Background: an optimization exercise with open tools, aiming at small area, a short achievable clock period and few clock cycles. Do not read the settings as production practice. In this exercise RTL edits were held to simulation tests only and were not proved equivalent to the original. Power is estimated from default activity; no workload was simulated.

Setup of 01-05:
==> flow/design.v <==
`timescale 1ns / 1ps
module Translate (
    input             CLK,
    input             RSTn,        
    output     [15:0] MADDR,       
    output            M_W,         
    output     [15:0] MDATAOUT,    
    input      [15:0] MDATAIN,     
    output            HALTED
);
    localparam [3:0] OP_LW = 4'b0001, OP_SW = 4'b0011, OP_AND = 4'b0101,
                     OP_OR = 4'b0110, OP_ADD = 4'b0111, OP_SUB = 4'b1000,
                     OP_SLT = 4'b1001, OP_BEQ = 4'b1010, OP_J = 4'b1011,
                     OP_ADDI = 4'b1100;
    reg  [255:0] RF;       
    reg  [15:0]  NPC;      
    reg          AV;       
    reg  [15:0]  IR;       
    reg          IV;       
    reg  [3:0]   RB;       
    reg  [15:0]  BT;       
    reg          H;        
    reg          LWP;      
    reg  [3:0]   LWD;      
    wire [3:0] op = IR[15:12];
    wire [3:0] wa = IR[11:8];
    wire [3:0] ra = IR[7:4];
    wire [7:0] im = IR[7:0];
    wire is_lw   = (op == OP_LW);
    wire is_sw   = (op == OP_SW);
    wire is_and  = (op == OP_AND);
    wire is_or   = (op == OP_OR);
    wire is_add  = (op == OP_ADD);
    wire is_sub  = (op == OP_SUB);
    wire is_slt  = (op == OP_SLT);
    wire is_beq  = (op == OP_BEQ);
    wire is_addi = (op == OP_ADDI);
    wire is_halt = (op == 4'b0000) || (op == 4'b0010) || (op == 4'b0100) ||
                   (op == 4'b1101) || (op == 4'b1110) || (op == 4'b1111);
    wire ex = IV & ~LWP & ~H;
    wire [15:0] A = RF[{ra, 4'b0} +: 16];
    wire [15:0] B = RF[{RB, 4'b0} +: 16];
    wire        inv = is_sub | is_slt;
    wire [15:0] Bx  = inv ? ~B : B;
    wire [16:0] S   = {1'b0, A} + {1'b0, Bx} + {16'b0, inv};
    wire        ovf = (A[15] == Bx[15]) & (S[15] != A[15]);
    reg [15:0] res;
    always @(*) begin
        case (op)
        OP_AND:  res = A & B;
        OP_OR:   res = A | B;
        OP_SLT:  res = {15'b0, ~S[16]};
        OP_ADDI: res = {8'b0, im};
        default: res = S[15:0];
        endcase
    end
    wire eq    = (A == B);
    wire taken = ex & is_beq & eq;
    wire we    = ex & (is_and | is_or | is_add | is_sub | is_slt | is_addi);
    wire ovw   = ex & (is_add | is_sub);
    wire mem_e = ex & (is_lw | is_sw);
    wire hit   = ex & is_sw & AV & (({8'b0, im} + 16'd1) == NPC);
    wire in_j  = AV & (MDATAIN[15:12] == OP_J);
    wire [15:0] jt = {8'b0, MDATAIN[11:4]};
    wire [15:0] fa = in_j ? jt : NPC;
    wire jf    = in_j & ~taken & ~hit;     
    assign MADDR    = mem_e ? {8'b0, im} : fa;
    assign M_W      = ex & is_sw;
    assign MDATAOUT = B;
    assign HALTED   = H | (IV & ~LWP & is_halt);
    wire [15:0] wd = LWP ? MDATAIN : res;
    integer k;
    always @(posedge CLK) begin
        for (k = 0; k < 16; k = k + 1) begin
            if (LWP ? (LWD == k) : (we & (wa == k)))
                RF[16*k +: 16] <= wd;
            else if (k == 7 && ovw)
                RF[16*k +: 16] <= {15'b0, ovf};
        end
    end
    wire [3:0] in_op = MDATAIN[15:12];
    wire [4:0] zm1   = {1'b0, MDATAIN[3:0]} - 5'd1;
    always @(posedge CLK) begin
        if (AV) begin
            IR <= MDATAIN;
            RB <= (in_op == OP_SW || in_op == OP_BEQ) ? MDATAIN[11:8] : MDATAIN[3:0];
            BT <= NPC + {{11{zm1[4]}}, zm1};
        end
        LWD <= wa;
        if (!RSTn) begin
            NPC <= 16'd0;
            AV  <= 1'b0;
            IV  <= 1'b0;
            H   <= 1'b0;
            LWP <= 1'b0;
        end else begin
            LWP <= ex & is_lw;
            if (ex & is_halt) H <= 1'b1;
            AV  <= ~mem_e & ~taken;
            IV  <= (AV & ~in_j & ~taken & ~hit) | (IV & ~ex);
            if (taken)      NPC <= BT;
            else if (hit)   NPC <= {8'b0, im};
            else if (!mem_e) NPC <= fa + 16'd1;
            else if (jf)    NPC <= jt;
        end
    end
endmodule
Settings: LEC_CHECK=0, CAP_MARGIN=20, CORE_MARGIN=2, CORE_UTILIZATION=40, SLEW_MARGIN=20; clock period 6.0 ns.
run.sh (not shown) runs the stock make flow with config.mk's settings and CLKGATE_MAP_FILE= SYNTH_SCRIPT=/design/flow/synth_recipe.tcl, a recipe that flattens the netlist after the stock synthesis.
Testbench counts of 01-05, summed over its fixed seeds: cycles 191,203.
Changes in 06-14 relative to 01-05:
Settings: SETUP_SLACK_MARGIN: unset -> 2.5.
[summary]
Changes observed in 06-14 relative to 01-05: final total power rose by about 12%, global-route usage rose by 1.4 points, non-clock buffer count rose by about 180%, final instance count without filler cells rose by 8.9%, number of primary I/O pins stayed essentially flat.

what the ideal ports hide:
The results above use ideal ports. As a check the final layouts listed here were re-extracted and re-timed, cells and wires unchanged.
Step 1: set_driving_cell puts a clkbuf_16 on CLK and a buf_2 on each other input, an assumption about the parent block.
Step 2 adds t to the input delays and takes it off the output delays; t is the mean of the earliest and latest rising clock arrival at the registers after step 1. Input paths then give back, and output paths get back, about the clock's delay inside the block.
Three values: ideal ports, drivers, drivers and shift; two values: the first two.
run | t, ns | setup slack, ns | hold WS [ns]
01-05 | 0.605 | 0.839 / 0.839 / 0.839 | 0.447 / 0.447 / 0.447
06-14 | 0.601 | 1.598 / 1.598 / 1.598 | 0.442 / 0.442 / 0.442
After both steps setup and hold are still met in every run listed.
